What follows belongs to an exercise in optimizing a design on an open flow for small area; a production flow would make more cautious choices.
Function was checked by simulation only, so behaviour that the tests miss may differ from the original.
Power and IR drop assume default switching activity.

### flow/config.mk
export PLATFORM = sky130hd
export DESIGN_NAME = missile_predictor_fpga
export DESIGN_NICKNAME = missile_predictor_fpga
export VERILOG_FILES = /design/flow/design.v
export SDC_FILE = /design/flow/constraint.sdc
export NUM_CORES = 4
export LEC_CHECK = 0
export CAP_MARGIN = 20
export CORE_MARGIN = 2
export CORE_UTILIZATION = 40
export SLEW_MARGIN = 20
### flow/constraint.sdc
create_clock -name core_clock -period 20.0 [get_ports {clk50mhz}]
set_input_delay 4.0000 -clock core_clock [delete_from_list [all_inputs] [get_ports {clk50mhz}]]
set_output_delay 4.0000 -clock core_clock [all_outputs]
set_load 0.01 [all_outputs]
### flow/design.v
module missile_predictor_fpga(
    input clk50mhz,
    input rst,
    input uart_rx,
    output reg servo_pwm_out_x,
    output reg servo_pwm_out_y
);
    parameter CLK_FREQ = 50000000;
    parameter BAUD_RATE = 9600;
    parameter BAUD_TICK = CLK_FREQ / BAUD_RATE;
    reg [12:0] baud_cnt;
    reg [3:0] bit_cnt;
    reg [9:0] rx_shift;
    reg receiving;
    reg [7:0] rx_data;
    reg data_ready;
    reg byte_state;
    reg [7:0] uart_x;
    reg [7:0] uart_y;
    always @(posedge clk50mhz) begin
        if (rst) begin
            baud_cnt <= 0;
            bit_cnt <= 0;
            rx_shift <= 10'b1111111111;
            receiving <= 0;
            rx_data <= 0;
            data_ready <= 0;
        end else begin
        data_ready <= 0;
        if (!receiving) begin
            if (uart_rx == 0) begin
                receiving <= 1;
                baud_cnt <= BAUD_TICK / 2;
                bit_cnt <= 0;
            end
        end else begin
            if (baud_cnt == 0) begin
                baud_cnt <= BAUD_TICK - 1;
                rx_shift <= {uart_rx, rx_shift[9:1]};
                bit_cnt <= bit_cnt + 1;
                if (bit_cnt == 9) begin
                    receiving <= 0;
                    rx_data <= rx_shift[8:1];
                    data_ready <= 1;
                end
            end else begin
                baud_cnt <= baud_cnt - 1;
            end
        end
        end
    end
    reg [7:0] x_history [0:19];
    reg [7:0] y_history [0:19];
    integer i;
    reg [4:0] sample_count;
    reg [7:0] last_x;
    reg [7:0] last_y;
    reg [3:0] predict_counter;
    reg [7:0] x_pos;
    reg [7:0] y_pos;
    reg reset_samples;
    wire signed [8:0] dx = x_history[19] - x_history[0];
    wire signed [8:0] dy = y_history[19] - y_history[0];
    wire signed [8:0] vx = dx >>> 4;   
    wire signed [8:0] vy = dy >>> 4;
    wire signed [8:0] pred_x = x_history[19] + vx * 10;
    wire signed [8:0] pred_y = y_history[19] + vy * 10;
    wire [7:0] final_x = (pred_x < 0) ? 0 : (pred_x > 255) ? 255 : pred_x[7:0];
    wire [7:0] final_y = (pred_y < 0) ? 0 : (pred_y > 255) ? 255 : pred_y[7:0];
    always @(posedge clk50mhz) begin
        if (rst) begin
            byte_state <= 0;
            uart_x <= 128;
            uart_y <= 128;
            sample_count <= 0;
            last_x <= 128;
            last_y <= 128;
            predict_counter <= 0;
            x_pos <= 128;
            y_pos <= 128;
            reset_samples <= 0;
        end else begin
        if (reset_samples) begin
            sample_count <= 0;
            reset_samples <= 0;
        end
        if (data_ready) begin
            if (byte_state == 0) begin
                uart_x <= rx_data;
                byte_state <= 1;
            end else begin
                uart_y <= rx_data;
                byte_state <= 0;
                if ((uart_x != last_x) || (uart_y != last_y)) begin
                    last_x <= uart_x;
                    last_y <= uart_y;
                    if (sample_count < 20)
                        sample_count <= sample_count + 1;
                    for (i = 0; i < 19; i = i + 1) begin
                        x_history[i] <= x_history[i+1];
                        y_history[i] <= y_history[i+1];
                    end
                    x_history[19] <= uart_x;
                    y_history[19] <= uart_y;
                end
            end
        end
        if (data_ready && byte_state == 0 && sample_count == 20) begin
            predict_counter <= predict_counter + 1;
            if (predict_counter == 10) begin
                x_pos <= final_x;
                y_pos <= final_y;
                predict_counter <= 0;
                reset_samples <= 1;
            end
        end
        end
    end
    reg [19:0] pwm_cnt;
    always @(posedge clk50mhz) begin
        if (rst)
            pwm_cnt <= 0;
        else if (pwm_cnt >= 20'd999_999)
            pwm_cnt <= 0;
        else
            pwm_cnt <= pwm_cnt + 1;
    end
    wire [19:0] pulse_x = 20'd25000 + x_pos * 20'd294;  
    wire [19:0] pulse_y = 20'd50000 + y_pos * 20'd294;
    always @(posedge clk50mhz) begin
        if (rst) begin
            servo_pwm_out_x <= 0;
            servo_pwm_out_y <= 0;
        end else begin
            servo_pwm_out_x <= (pwm_cnt < pulse_x);
            servo_pwm_out_y <= (pwm_cnt < pulse_y);
        end
    end
endmodule
### flow/run.sh
#!/bin/bash
# synth_recipe.tcl (not shown) runs the flow's synth.tcl, then flattens the netlist and writes it again
# the make line also repeats each setting of config.mk as NAME=value (left out here)
make -C /OpenROAD-flow-scripts/flow DESIGN_CONFIG=/design/flow/config.mk WORK_HOME=/design/flow/orfs CLKGATE_MAP_FILE= SYNTH_SCRIPT=/design/flow/synth_recipe.tcl finish
==> results of run 1 <==
flip-flops by register name, indices dropped and copies added (netlist names), 9 cells and up:
name	cells
y_history	160
baud_cnt	13
x_history	160
rx_shift	9
pwm_cnt	20
how the worst min path moves through the flow:
stage / from / to / slack, ns / cells past startpoint
after CTS: y_history[17][4] / y_history[16][4] / 0.40 / 0
after global placement: x_history[18][1] / x_history[17][1] / 0.40 / 0
after floorplan: x_history[1][0] / x_history[0][0] / 0.40 / 0
after detailed placement: x_history[13][3] / x_history[12][3] / 0.40 / 0
final: y_history[11][2] / y_history[10][2] / 0.40 / 0
after global routing: y_history[17][4] / y_history[16][4] / 0.40 / 0
synthesized netlist by cell type (all sizes together), types with 5 or more instances:
cell type / n / area share
a21oi: 76 / 0.020
nand3b: 13 / 0.0058
dfxtp: 117 / 0.12
o211ai: 7 / 0.0028
a211oi: 7 / 0.0035
a22o: 8 / 0.0037
a21o: 31 / 0.012
buf: 5 / 0.0013
o21a: 15 / 0.0059
nand4: 13 / 0.0043
xor2: 34 / 0.016
nand3: 19 / 0.0050
nor2b: 22 / 0.0072
o21ai: 42 / 0.011
edfxtp: 320 / 0.50
nor3: 23 / 0.0068
and2: 6 / 0.0020
fa: 16 / 0.017
inv: 81 / 0.016
a31oi: 8 / 0.0026
o31ai: 11 / 0.0043
mux2i: 14 / 0.0074
or2: 6 / 0.0020
nand2b: 15 / 0.0049
ha: 162 / 0.11
nor2: 106 / 0.021
nand2: 111 / 0.022
xnor2: 61 / 0.029
clkbuf: 22 / 0.0043
nor3b: 5 / 0.0020
and3: 8 / 0.0026
or3: 10 / 0.0033
critical path, delay by kind of cell:
kind | cells | cell delay (ns)
buffers and inverters | 3 | 1.83
and+or+nand+nor | 1 | 0.17
metal layers:
metal | track usage | up-vias | routed length, um
met4 | 0.0368 | 0 | 611
met5 | 0 | - | 0
li1 | - | 5272 | -
met2 | 0.186 | 112 | 13300
met1 | 0.184 | 5061 | 15600
met3 | 0.0286 | 52 | 1220
stage by stage:
stage | setup WS [ns] | total power (uW)
floorplan | 2.36 | 1000
global placement | 13.47 | 1010
detailed placement | 13.34 | 1010
CTS | 13.96 | 1900
global route | 13.94 | 1940
finish | 14.11 | 1870
power by group through the flow:
stage / registers [uW] / logic [uW] / clock network (uW)
finish: 968 / 23.0 / 875
global route: 968 / 26.1 / 943
CTS: 968 / 23.2 / 906
detailed placement: 987 / 23.0 / 0
global placement: 987 / 22.3 / 0
floorplan: 986 / 18.4 / 0
cell families (layout without fill, tap and decap cells):
group / after synthesis / count (layout) / share of synthesized area
DFF: 437 / 437 / 0.628
and+or+nand+nor: 369 / 369 / 0.0945
AOI/OAI and AO/OA: 231 / 231 / 0.0803
adders and majority gates: 178 / 178 / 0.123
buffers and inverters: 108 / 175 / 0.0216
xor gates and xnor gates: 95 / 95 / 0.0449
muxes: 15 / 15 / 0.00795
final cells by class:
class                      count  area [sq um]
clock inverter                26           370
multi-input combinational    888          6700
fill                        4161         25400
tap                          607           759
clock buffer                  56          1200
timing repair buffer          12          98.8
sequential                   437         12000
inverter                      81           304
==> flow_metrics.py, run 1 <==
metrics = {
    "final_layout": {
        "syn_to_final_growth_pct": 12.3,
        "postLayoutCoreUtil": 0.457,
        "layout.nets": 1647,
        "final_cells": 2107,
        "antenna_cells": 0,
        "fin_area_sq_um": 21400,
        "drive_above_1_share": 0.0680,
        "mostFrequentLayoutCells": "320 x edfxtp_1, 162 x ha_1, 117 x dfxtp_1",
        "final_common_cell": "edfxtp_1",
    },
    "critical_path": {
        "reg2reg_slack_ns": 15.10,
        "start_kind": "primary input",
        "cpMaxStageDelayCell": "buf_4",
        "timing.rr.start": "y_pos[4]",
        "crit_path_frequent_cell": "buf_4",
        "critical_path.max_stage_delay_ns": 0.90,
        "critical_path_required_ns": 20.20,
        "critPathKind": "in -> reg",
        "endpoint": "y_history[6][6]",
        "crit_fanout": 85,
        "end_kind": "flip-flop",
        "cp-startpoint": "rst",
        "path_cells": "buf_2 > nor3_4 > buf_4 > buf_4",
        "rr_endpoint": "servo_pwm_out_y",
        "rr_worst_depth": 18,
        "cp.arrival_ns": 6.08,
    },
    "clock_network": {
        "h-tree-depth": 2,
        "clock_path_buffers": 3,
        "cts_tree": "built",
        "cts_setup_buffers": 0,
        "cts_resized": 0,
        "holdBufCountCts": 0,
        "clkTransAtPathRegs_ns": 0.06,
        "worstSkewPairLatency_ns": 0.58,
        "clock-sinks": 437,
        "cts_buffers": 46,
        "cts_root_buf": "clkbuf_16",
    },
    "yosys": {
        "syn-cell-area_sq_um": 19000,
        "avgSynthCellArea_sq_um": 13.3,
        "synth_edf_count": 320,
        "syn-num-nets": 1614,
        "ys.flop_type": "edfxtp_1",
        "synthDistinctLibCells": 66,
        "ys_seq_area_frac": 0.628,
        "yosysWarnings": 3,
        "ys_ff_latch": 437,
        "syn_inst": 1433,
        "ys_async_sr_fraction": 0,
    },
    "pwr": {
        "power.internal_uw": 1500,
        "p_leak_uw": 0.00817,
        "ir_worst_vdd_v": 0.0000549,
        "combPwrFrac": 0.012,
        "p_seq_frac": 0.519,
        "p_switching_uw": 362,
        "clockPowerShare": 0.469,
        "swShare": 0.194,
        "power.density_nw_per_um2": 87.3,
    },
    "floorplanning": {
        "io_pins": 5,
        "dieArea_sq_um": 49400,
        "initial_utilization": 0.407,
        "die_y_um": 222,
        "die_x_um": 222,
        "core_area_sq_um": 46800,
        "fp-row-count": 79,
    },
    "sta": {
        "post-route-period-util": 0.294,
        "worstMarginPinSlew_ns": 1.15,
        "whs_ns": 0.405,
        "slew_headroom": 0.224,
        "tns_ns": 0,
        "slew_viol_final": 0,
        "setup_violations": 0,
        "rsz0062_at_grt": "no",
        "hold_violations": 0,
        "fmax_mhz": 170,
        "fin_crit_ns": 5.89,
        "final.setup_skew_ns": 0.0241,
    },
    "place": {
        "place_area_sq_um": 19800,
        "globalplace.congestion": 0.760,
        "place_hpwl_mm": 19.9,
        "place_inst": 2025,
        "port_buffers": 4,
    },
    "route": {
        "dr_total_vias": 10500,
        "drc": 0,
        "ant_nets": 0,
        "avgRoutedWirePerCell_um": 14.6,
        "viasPerCell": 4.98,
        "wirelength_mm": 30.7,
        "drt_iter0_drc": 643,
        "dr.pass1.iters": 5,
    },
    "outcome": {
        "status": "complete, no violations",
    },
    "grt": {
        "grt_overflow": 0,
        "grt_pass1_vias": 9978,
        "grt_pass1_wl_mm": 50.8,
        "grt_use_total": 0.126,
        "grt_max_degree": 96,
        "antenna_found_initial": 0,
    },
    "min_path": {
        "hold_class": "reg -> reg",
    },
    "run": {
        "maxCapViolations": 0,
    },
}
==> run 2: changes to the inputs <==
==> flow/design.v (replaced) <==
module missile_predictor_fpga(
    input clk50mhz,
    input rst,
    input uart_rx,
    output reg servo_pwm_out_x,
    output reg servo_pwm_out_y
);
    reg [12:0] baud_cnt;
    reg [3:0]  bit_cnt;
    reg        byte_state;      
    reg        diff_x;          
    reg [7:0]  last_x;
    reg [7:0]  last_y;
    reg [7:0]  uart_y;
    wire rx_idle = bit_cnt[3] & bit_cnt[1];
    wire done    = rx_idle & ~bit_cnt[0];
    wire tick    = ~rx_idle & (baud_cnt == 13'd0);
    wire shift   = tick & ~bit_cnt[3];
    always @(posedge clk50mhz) begin
        if (rx_idle)
            baud_cnt <= 13'd2604;
        else if (baud_cnt == 13'd0)
            baud_cnt <= 13'd5207;
        else
            baud_cnt <= baud_cnt - 13'd1;
    end
    always @(posedge clk50mhz) begin
        if (rst)
            bit_cnt <= 4'd15;
        else if (rx_idle)
            bit_cnt <= uart_rx ? 4'd15 : 4'd0;
        else if (baud_cnt == 13'd0)
            bit_cnt <= bit_cnt + 4'd1;
    end
    always @(posedge clk50mhz) begin
        if (shift & ~byte_state)
            diff_x <= ((bit_cnt[2:0] != 3'd0) & diff_x) | (last_x[0] ^ uart_rx);
    end
    reg [4:0] cnt;
    wire x_done  = done & ~byte_state;
    wire push    = diff_x | (uart_y != last_y);
    wire cnt_hi  = cnt[4] & (cnt[3] | cnt[2]);           
    wire cnt_end = cnt[4] & cnt[3] & cnt[2] & cnt[1];    
    wire predict = x_done & cnt_end;
    wire pop     = x_done & push & cnt_hi & ~cnt_end;
    always @(posedge clk50mhz) begin
        if (rst) begin
            byte_state <= 1'b0;
            last_x <= 8'd128;
            last_y <= 8'd128;
            uart_y <= 8'd128;
            cnt <= 5'd0;
        end else begin
            if (done)
                byte_state <= ~byte_state;
            if (shift & ~byte_state)
                last_x <= {uart_rx, last_x[7:1]};
            if (shift & byte_state)
                uart_y <= {uart_rx, uart_y[7:1]};
            if (x_done) begin
                last_y <= uart_y;
                if (cnt_end)
                    cnt <= {4'd0, push};
                else if (cnt_hi | push)
                    cnt <= cnt + 5'd1;
            end
        end
    end
    reg [7:0] ring_x [0:10];
    reg [7:0] ring_y [0:10];
    reg [3:0] slot;
    integer i;
    always @(posedge clk50mhz) begin
        if (rst)
            slot <= 4'd0;
        else if (!pop)
            slot <= (slot == 4'd10) ? 4'd0 : slot + 4'd1;
    end
    wire wr = byte_state & ({1'b0, slot} + 5'd1 == cnt);
    always @(posedge clk50mhz) begin
        for (i = 0; i < 10; i = i + 1) begin
            ring_x[i] <= ring_x[i+1];
            ring_y[i] <= ring_y[i+1];
        end
        ring_x[10] <= wr ? last_x : ring_x[0];
        ring_y[10] <= wr ? last_y : ring_y[0];
    end
    function [7:0] extrap(input [7:0] h19, input [7:0] h0);
        reg [8:0] d, v, p;
        begin
            d = {1'b0, h19} - {1'b0, h0};
            v = {{4{d[8]}}, d[8:4]};
            p = {1'b0, h19} + {v[5:0], 3'b000} + {v[7:0], 1'b0};
            extrap = p[7:0] & {8{~p[8]}};
        end
    endfunction
    reg [7:0] pred_x, pred_y;
    always @(posedge clk50mhz) begin
        if (byte_state & (slot == 4'd0)) begin
            pred_x <= extrap(last_x, ring_x[0]);
            pred_y <= extrap(last_y, ring_y[0]);
        end
    end
    reg [7:0] x_pos, y_pos;
    always @(posedge clk50mhz) begin
        if (rst) begin
            x_pos <= 8'd128;
            y_pos <= 8'd128;
        end else if (predict) begin
            x_pos <= pred_x;
            y_pos <= pred_y;
        end
    end
    reg [8:0]  pr;
    reg [11:0] pq;
    wire pr_end = &(pr | ~9'd293);
    wire pq_end = &(pq | ~12'd3401);
    always @(posedge clk50mhz) begin
        if (rst | (pq_end & (pr == 9'd105))) begin
            pr <= 9'd0;
            pq <= 12'd0;
        end else if (pr_end) begin
            pr <= 9'd0;
            pq <= pq + 12'd1;
        end else
            pr <= pr + 9'd1;
    end
    wire [8:0] kx = {1'b0, x_pos} + 9'd85;
    wire [8:0] ky = {1'b0, y_pos} + 9'd170;
    always @(posedge clk50mhz) begin
        if (rst) begin
            servo_pwm_out_x <= 1'b0;
            servo_pwm_out_y <= 1'b0;
        end else begin
            servo_pwm_out_x <= {pq, pr >= 9'd10} < {3'b000, kx, 1'b1};
            servo_pwm_out_y <= {pq, pr >= 9'd20} < {3'b000, ky, 1'b1};
        end
    end
endmodule
==> flow_metrics.py, run 2 <==
metrics = {
    "outcome": {
        "status": "complete, no violations",
    },
    "route": {
        "drt_iter0_drc": 189,
        "viasPerCell": 4.79,
        "drc": 0,
        "ant_nets": 0,
        "wirelength_mm": 17.1,
        "dr_total_vias": 6271,
        "dr.pass1.iters": 4,
        "avgRoutedWirePerCell_um": 13.1,
    },
    "clock_network": {
        "clock-sinks": 283,
        "h-tree-depth": 1,
        "cts_tree": "built",
        "cts_root_buf": "clkbuf_16",
        "worstSkewPairLatency_ns": 0.54,
        "cts_setup_buffers": 0,
        "clkTransAtPathRegs_ns": 0.07,
        "clock_path_buffers": 3,
        "cts_resized": 0,
        "cts_buffers": 29,
        "holdBufCountCts": 0,
    },
    "place": {
        "port_buffers": 4,
        "place_hpwl_mm": 11.6,
        "globalplace.congestion": 0.783,
    },
    "yosys": {
        "synth_area_leader_cell": "dfxtp_1",
        "synthTopCellsByCount": "266 x dfxtp_1, 74 x nand2_1, 65 x ha_1",
        "syn-num-nets": 1019,
        "ys.flop_type": "dfxtp_1",
        "synth.area.top_cells": "dfxtp_1 52%, ha_1 7.9%, edfxtp_1 5.0%",
        "yosys.area.top_type_share": 0.520,
        "syn-cell-area_sq_um": 10200,
        "ys_seq_area_frac": 0.570,
        "synthDistinctLibCells": 55,
        "synth.most_common_cell": "dfxtp_1",
        "ys_async_sr_fraction": 0,
        "synth_edf_count": 17,
        "yosysWarnings": 3,
        "ys_ff_latch": 283,
        "syn_inst": 945,
        "avgSynthCellArea_sq_um": 10.8,
    },
    "grt": {
        "grt_pass1_vias": 6112,
        "grt_overflow": 0,
        "grt_use_met1": 0.183,
        "antenna_found_initial": 0,
        "grt_use_total": 0.132,
        "grt_pass1_wl_mm": 29.1,
        "use_met2": 0.212,
        "top_usage_layer": "met2",
        "use_met3": 0.0232,
        "grt_max_degree": 53,
    },
    "final_layout": {
        "mostFrequentLayoutCells": "266 x dfxtp_1, 74 x nand2_1, 65 x ha_1",
        "syn_to_final_growth_pct": 13.6,
        "nFillCells": 2312,
        "final_common_cell": "dfxtp_1",
        "antenna_cells": 0,
        "layout.nets": 1029,
        "postLayoutCoreUtil": 0.462,
        "top_regs": "ring_x: 88 flops, ring_y: 88 flops, baud_cnt: 13 flops",
        "multiInputGateArea_sq_um": 4120,
        "drive_above_1_share": 0.0869,
        "regArea_sq_um": 5840,
    },
    "critical_path": {
        "cpMaxStageDelayCell": "clkdlybuf4s50_1",
        "critical_path_required_ns": 16.00,
        "start_kind": "flip-flop",
        "crit_fanout": 1,
        "critical_path.max_stage_delay_ns": 0.52,
        "critPathKind": "reg -> out",
        "path_cells": "clkdlybuf4s50_1",
        "end_kind": "output pin",
        "path_buf_inv": 1,
        "critical-path-top-delay-family": "buffers and inverters",
        "cp.arrival_ns": 1.37,
    },
    "floorplanning": {
        "die_x_um": 164,
        "die_y_um": 164,
        "initial_utilization": 0.407,
        "fp-row-count": 58,
        "core_area_sq_um": 25200,
        "dieArea_sq_um": 26900,
        "io_pins": 5,
    },
    "sta": {
        "fin_crit_ns": 5.37,
        "fmax_mhz": 186,
        "setup_violations": 0,
        "tns_ns": 0,
        "slew_headroom": 0.289,
        "rsz0062_at_grt": "no",
        "post-route-period-util": 0.268,
        "slew_viol_final": 0,
        "hold_violations": 0,
        "worstMarginPinSlew_ns": 1.06,
        "final.setup_skew_ns": 0.0100,
    },
    "pwr": {
        "finalPower_uw": 1250,
        "ir_worst_vdd_v": 0.0000520,
        "power.density_nw_per_um2": 107,
        "p_leak_uw": 0.00473,
    },
    "run": {
        "maxCapViolations": 0,
    },
    "min_path": {
        "hold_class": "reg -> reg",
    },
}
[run 2: metrics by stage]
stage               cell area (sq um)  hold WS [ns]  cells  setup slack (ns)
global placement                10600         0.310   1254             14.18
detailed placement              10600         0.312   1254             14.13
global route                    11600         0.329   1308             14.53
CTS                             11600         0.323   1308             14.59
floorplan                       10200         0.310    945             15.04
finish                          11600         0.325   1308             14.63
[run 2: path summary, 6_finish.rpt]
| path | from | to | slack (ns) | depth (start not counted) |
|---|---|---|---|---|
| setup reg to reg | last_x[2] | pred_x[6] | 15.70 | 14 |
| hold / removal | ring_x[3][3] | ring_x[2][3] | 0.32 | 0 |
| setup / recovery | servo_pwm_out_y | servo_pwm_out_y | 14.63 | 1 |
| hold reg to reg | ring_x[3][3] | ring_x[2][3] | 0.32 | 0 |
[run 2: where the power goes]
| group | leakage [uW] | internal (uW) | switching, uW |
|---|---|---|---|
| clock | 0.000498 | 326 | 228 |
| sequential | 0.00231 | 597 | 10.7 |
| combinational | 0.00192 | 35.2 | 49.9 |
| total | 0.00473 | 958 | 289 |
[run 2: metal layers]
metal	share of wire	vias to the layer above
li1	-	3269
met1	0.52	2928
met2	0.44	57
met3	0.030	17
met4	0.015	0
met5	0	-
[run 2: kinds of logic after synthesis]
| family | synth area share |
|---|---|
| AOI/OAI and AO/OA | 0.0864 |
| xor gates and xnor gates | 0.0616 |
| adders and majority gates | 0.0912 |
| buffers and inverters | 0.0301 |
| DFF | 0.570 |
| muxes | 0.0337 |
| and+or+nand+nor | 0.127 |
[run 2: layout make-up]
cell class / instances / area share
Sequential cell: 283 / 0.502
Multi-Input combinational cell: 582 / 0.354
Clock buffer: 32 / 0.0669
Tap cell: 330 / 0.0355
Clock inverter: 22 / 0.0203
Inverter: 52 / 0.0168
Timing Repair Buffer: 7 / 0.00495

## static timing again, ports no longer ideal
Ports are ideal in the flow. The routed layouts listed here were re-timed in OpenROAD.
Step 1: set_driving_cell puts a clkbuf_16 on clk50mhz and a buf_2 on each other input, an assumption about the parent block.
Step 2 times the ports against the registers' clock, not the clock port: input delays grow and output delays shrink by t, the midpoint of the rising clock arrivals with the driver on.
Slacks: ideal / step 1 / step 2; pairs: ideal / step 1.
run	t, ns	slack for setup (ns)	hold WS [ns]	clock arrival spread, ns	worst slew at a driven data input, ns
run 1	0.621	14.114 / 14.147 / 13.525	0.405 / 0.405 / 0.405	0.026 / 0.025	0.03
run 2	0.579	14.634 / 14.587 / 14.166	0.325 / 0.325 / 0.325	0.011 / 0.011	0.05
After both steps every run listed still meets setup and hold. The setup slack of run 1, which loses most, moves by +0.033 ns with the drivers and by -0.589 ns with both steps.
